From an optimization exercise on the open Yosys and OpenROAD flow, aimed at small area and a short achievable clock period; shortcuts taken in it are not production practice.
At most, simulation tests tie the RTL to the original design; equivalence was not proved.

==> job 2251 <==
## cpu
module cpu( 
    input clk,                           
    input RST,                           
    output [23:0] AB,                    
    output sync,                         
    input [7:0] DI,                      
    output reg [7:0] DO,                 
    output WE,                           
    input IRQ,                           
    input NMI,                           
    input RDY,                           
    input debug );
make LEC_CHECK=0 ABC_AREA=1 CAP_MARGIN=20 CORE_MARGIN=2 CORE_UTILIZATION=40 CTS_BUF_LIST=sky130_fd_sc_hd__clkbuf_8 PLACE_DENSITY=0.6 SETUP_SLACK_MARGIN=5 SLEW_MARGIN=20 finish   # period 11.0 ns
run.sh (not shown) runs the stock make flow with config.mk's settings and CLKGATE_MAP_FILE= SYNTH_SCRIPT=/design/flow/synth_recipe.tcl, a recipe that flattens the netlist after the stock synthesis.
==> job 9438 (differences from job 2251) <==
--- a/flow/design.v
+++ b/flow/design.v
@@ -642,13 +642,13 @@
 wire adc_sbc = (ins_type == FLAG_ADD);
 wire cmp     = (ins_type == FLAG_CMP);
 wire bit_isn = (ins_type == FLAG_BIT);
 wire store = control[16];
 wire load = control[15];
 wire [1:0] reg_dst = control[12:11];
-wire [8:0] alu_op = control[10:2];
+reg [8:0] alu_op;                        
 wire shift = alu_op[8];
 wire clc = (OP == 8'h18);
 wire sec = (OP == 8'h38);
 wire cld = (OP == 8'hD8);
 wire sed = (OP == 8'hF8);
 wire cli = (OP == 8'h58);
@@ -803,12 +803,13 @@
     ab_bra <= (next_state == BRA0);
     ix_X   <= (nidx == SEL_X);
     ix_Y   <= (nidx == SEL_Y);
     src_X  <= (nop_dec[20:19] == SEL_X);
     src_Y  <= (nop_dec[20:19] == SEL_Y);
     src_A  <= (nop_dec[20:19] == SEL_A);
+    alu_op <= nop_dec[16:8];
 end
 wire [23:0] R = ({24{src_X}} & XR) | ({24{src_Y}} & YR) | ({24{src_A}} & AR);
 wire [8:0] XY = ({9{ix_X}} & XR[8:0]) | ({9{ix_Y}} & YR[8:0]);
 reg [23:0] R_IN;
 reg [23:0] MEM;
 reg [23:0] alu_ai;
@@ -871,16 +872,22 @@
         YR <= alu_out;
 always @(posedge clk)
     if( reg_we && reg_dst == SEL_A )
         AR <= alu_out;
     else if( variation )                 
         AR <= {16'h6502, R_16, AB_24, 4'h0};
+reg [15:0] s_run;
+integer si;
+always @* begin
+    s_run[0] = 1'b1;
+    for( si = 1; si < 16; si = si + 1 )
+        s_run[si] = s_run[si - 1] & (S[si - 1] ^ push);
+end
 always @(posedge clk)
-    if( txs )       S <= R[15:0];
-    else if( push ) S <= S - 1'b1;
-    else if( pull ) S <= S + 1'b1;
+    if( txs )              S <= R[15:0];
+    else if( push | pull ) S <= S ^ s_run;
 wire [23:0] base = ({24{bs_S}} & { 8'h00, S })
                  | ({24{bs_PC}} & PC)
                  | ({24{bs_D24}} & { DI, DR, D3 })
                  | ({24{bs_D16}} & { 8'h00, DI, DR })
                  | ({24{bs_H}} & ab_hold);
 wire [1:0] x_op = ab_bra ? { cond, 1'b0 } : ab_x;
@@ -926,26 +933,27 @@
 always @*
     case( RWDTH )
         R_16: rmw_in = { DR[0], D3 };
         R_24: rmw_in = { D3[0], D4 };
         default: rmw_in = { 1'b0, DR };
     endcase
-wire rmw_si = C & alu_op[0];
-wire [7:0] rmw_sum = rmw_in[7:0] + ((alu_op[3:2] == 2'b10) ? 8'hff : 8'h00) + (alu_op[1:0] == 2'b01);
+wire [23:0] rmw_ones = allones( { 16'h0000, rmw_in[7:0] } );
+wire [23:0] rmw_zeros = allones( { 16'h0000, ~rmw_in[7:0] } );
+wire [7:0] rmw_inc = rmw_in[7:0] ^ rmw_ones[7:0];
+wire [7:0] rmw_dec = rmw_in[7:0] ^ rmw_zeros[7:0];
 reg [7:0] rmw_lo;                        
 reg [7:0] rmw_hi;                        
-always @* begin
-    if( alu_op[8] ) begin
-        rmw_lo = alu_op[7] ? rmw_in[8:1] : { rmw_in[6:0], rmw_si };
-        rmw_hi = alu_op[7] ? { rmw_si, 7'h00 } : 8'h00;
-    end
-    else begin
-        rmw_lo = rmw_sum;
-        rmw_hi = ((alu_op[3:2] == 2'b10) && (alu_op[1:0] != 2'b01) && (DR == 8'h00)) ? 8'hff : 8'h00;
-    end
-end
+always @*
+    case( OP[7:5] )
+        3'b000:  begin rmw_lo = { rmw_in[6:0], 1'b0 }; rmw_hi = 8'h00; end      
+        3'b001:  begin rmw_lo = { rmw_in[6:0], C };    rmw_hi = 8'h00; end      
+        3'b010:  begin rmw_lo = rmw_in[8:1];           rmw_hi = 8'h00; end      
+        3'b011:  begin rmw_lo = rmw_in[8:1];           rmw_hi = { C, 7'h00 }; end   
+        3'b110:  begin rmw_lo = rmw_dec;               rmw_hi = (DR == 8'h00) ? 8'hff : 8'h00; end   
+        default: begin rmw_lo = rmw_inc;               rmw_hi = 8'h00; end      
+    endcase
 wire [7:0] do_reg = bytesel( R, RWDTH, RBYTES );
 wire [7:0] do_rmw = (RWDTH == R_32) ? rmw_hi : rmw_lo;
 always @*
     case( do_op )
         DO_PCL: DO = PC[7:0];
         DO_PCH: DO = PC[15:8];
- SETUP_SLACK_MARGIN: 5 -> 4
==> job 907 (differences from job 2251) <==
--- a/flow/design.v
+++ b/flow/design.v
@@ -642,13 +642,13 @@
 wire adc_sbc = (ins_type == FLAG_ADD);
 wire cmp     = (ins_type == FLAG_CMP);
 wire bit_isn = (ins_type == FLAG_BIT);
 wire store = control[16];
 wire load = control[15];
 wire [1:0] reg_dst = control[12:11];
-wire [8:0] alu_op = control[10:2];
+reg [8:0] alu_op;                        
 wire shift = alu_op[8];
 wire clc = (OP == 8'h18);
 wire sec = (OP == 8'h38);
 wire cld = (OP == 8'hD8);
 wire sed = (OP == 8'hF8);
 wire cli = (OP == 8'h58);
@@ -803,12 +803,13 @@
     ab_bra <= (next_state == BRA0);
     ix_X   <= (nidx == SEL_X);
     ix_Y   <= (nidx == SEL_Y);
     src_X  <= (nop_dec[20:19] == SEL_X);
     src_Y  <= (nop_dec[20:19] == SEL_Y);
     src_A  <= (nop_dec[20:19] == SEL_A);
+    alu_op <= nop_dec[16:8];
 end
 wire [23:0] R = ({24{src_X}} & XR) | ({24{src_Y}} & YR) | ({24{src_A}} & AR);
 wire [8:0] XY = ({9{ix_X}} & XR[8:0]) | ({9{ix_Y}} & YR[8:0]);
 reg [23:0] R_IN;
 reg [23:0] MEM;
 reg [23:0] alu_ai;
@@ -871,16 +872,22 @@
         YR <= alu_out;
 always @(posedge clk)
     if( reg_we && reg_dst == SEL_A )
         AR <= alu_out;
     else if( variation )                 
         AR <= {16'h6502, R_16, AB_24, 4'h0};
+reg [15:0] s_run;
+integer si;
+always @* begin
+    s_run[0] = 1'b1;
+    for( si = 1; si < 16; si = si + 1 )
+        s_run[si] = s_run[si - 1] & (S[si - 1] ^ push);
+end
 always @(posedge clk)
-    if( txs )       S <= R[15:0];
-    else if( push ) S <= S - 1'b1;
-    else if( pull ) S <= S + 1'b1;
+    if( txs )              S <= R[15:0];
+    else if( push | pull ) S <= S ^ s_run;
 wire [23:0] base = ({24{bs_S}} & { 8'h00, S })
                  | ({24{bs_PC}} & PC)
                  | ({24{bs_D24}} & { DI, DR, D3 })
                  | ({24{bs_D16}} & { 8'h00, DI, DR })
                  | ({24{bs_H}} & ab_hold);
 wire [1:0] x_op = ab_bra ? { cond, 1'b0 } : ab_x;
@@ -926,26 +933,25 @@
 always @*
     case( RWDTH )
         R_16: rmw_in = { DR[0], D3 };
         R_24: rmw_in = { D3[0], D4 };
         default: rmw_in = { 1'b0, DR };
     endcase
-wire rmw_si = C & alu_op[0];
-wire [7:0] rmw_sum = rmw_in[7:0] + ((alu_op[3:2] == 2'b10) ? 8'hff : 8'h00) + (alu_op[1:0] == 2'b01);
+wire [7:0] rmw_inc = rmw_in[7:0] + 8'h01;
+wire [7:0] rmw_dec = rmw_in[7:0] - 8'h01;
 reg [7:0] rmw_lo;                        
 reg [7:0] rmw_hi;                        
-always @* begin
-    if( alu_op[8] ) begin
-        rmw_lo = alu_op[7] ? rmw_in[8:1] : { rmw_in[6:0], rmw_si };
-        rmw_hi = alu_op[7] ? { rmw_si, 7'h00 } : 8'h00;
-    end
-    else begin
-        rmw_lo = rmw_sum;
-        rmw_hi = ((alu_op[3:2] == 2'b10) && (alu_op[1:0] != 2'b01) && (DR == 8'h00)) ? 8'hff : 8'h00;
-    end
-end
+always @*
+    case( OP[7:5] )
+        3'b000:  begin rmw_lo = { rmw_in[6:0], 1'b0 }; rmw_hi = 8'h00; end      
+        3'b001:  begin rmw_lo = { rmw_in[6:0], C };    rmw_hi = 8'h00; end      
+        3'b010:  begin rmw_lo = rmw_in[8:1];           rmw_hi = 8'h00; end      
+        3'b011:  begin rmw_lo = rmw_in[8:1];           rmw_hi = { C, 7'h00 }; end   
+        3'b110:  begin rmw_lo = rmw_dec;               rmw_hi = (DR == 8'h00) ? 8'hff : 8'h00; end   
+        default: begin rmw_lo = rmw_inc;               rmw_hi = 8'h00; end      
+    endcase
 wire [7:0] do_reg = bytesel( R, RWDTH, RBYTES );
 wire [7:0] do_rmw = (RWDTH == R_32) ? rmw_hi : rmw_lo;
 always @*
     case( do_op )
         DO_PCL: DO = PC[7:0];
         DO_PCH: DO = PC[15:8];
- CTS_CLUSTER_DIAMETER: unset -> 60
- CTS_CLUSTER_SIZE: unset -> 14
- SETUP_SLACK_MARGIN: 5 -> 4
==> comparison table <==
Status: job 2251 finished clean; job 907 finished clean; job 9438 finished clean
Final clock skew: job 2251 0.0383 ns; job 907 0.0614 ns; job 9438 0.0751 ns
Syn Inst Count: job 2251 3162; job 907 3099; job 9438 3160
Transition time of the tightest slew-check pin: job 2251 1.10 ns; job 907 1.06 ns; job 9438 1.22 ns
Worst-case hold path end point: job 2251 PC[12]; job 907 PREFIX[2]; job 9438 PREFIX[1]
Placed insts: job 2251 3810; job 907 3752; job 9438 3805
Total length of routed met2 wires: job 2251 39200 um; job 907 35900 um; job 9438 37200 um
Register bit count reported by yosys: job 2251 213; job 907 222; job 9438 222
Final period demand of the worst path: job 2251 6.82 ns; job 907 6.87 ns; job 9438 6.92 ns
Mean instance size in the synthesized netlist: job 2251 6.45 um2; job 907 6.60 um2; job 9438 6.47 um2
Critical Path Slowest Stage Cell: job 2251 ha_2; job 907 ha_1; job 9438 ha_4
PnR worst setup slack: job 2251 4.18 ns; job 907 4.13 ns; job 9438 4.08 ns
Met2 Usage GRT: job 2251 50.8%; job 907 46.6%; job 9438 48.3%
Area share of the largest cell type after synthesis: job 2251 20.9%; job 907 20.8%; job 9438 20.9%
Area after detailed placement: job 2251 21700 um2; job 907 21500 um2; job 9438 21500 um2
Antenna violations before repair: job 2251 1; job 907 2; job 9438 1
Only the layout flow was run in job 9438; the RTL was not checked for function there.

-- afterwards: timing with drivers on the ports --
The flow's constraints put no driver on any port. The routed layouts listed below were extracted and timed again, unchanged, in two steps.
Step 1: set_driving_cell puts a clkbuf_16 on clk and a buf_2 on each other input, an assumption about the parent block.
Step 2 also shifts input and output timing later by t, the mid clock arrival at the registers, as if the neighbouring blocks saw the same clock.
Three values: no drivers, after step 1, after step 2; two values: the first two.
| run | t (ns) | setup slack, ns | worst setup path at the end | worst data-port slew with drivers (ns) |
|---|---|---|---|---|
| job 2251 | 0.663 | 4.176 / 4.144 / 4.144 | input to output | 0.05 |
| job 9438 | 0.688 | 4.082 / 4.059 / 4.059 | input to output | 0.03 |
| job 907 | 0.696 | 4.127 / 4.107 / 4.107 | input to output | 0.04 |
After both steps every run listed still meets setup and hold. The setup slack of job 2251, which loses most, moves by -0.032 ns with the drivers and by -0.032 ns with both steps.
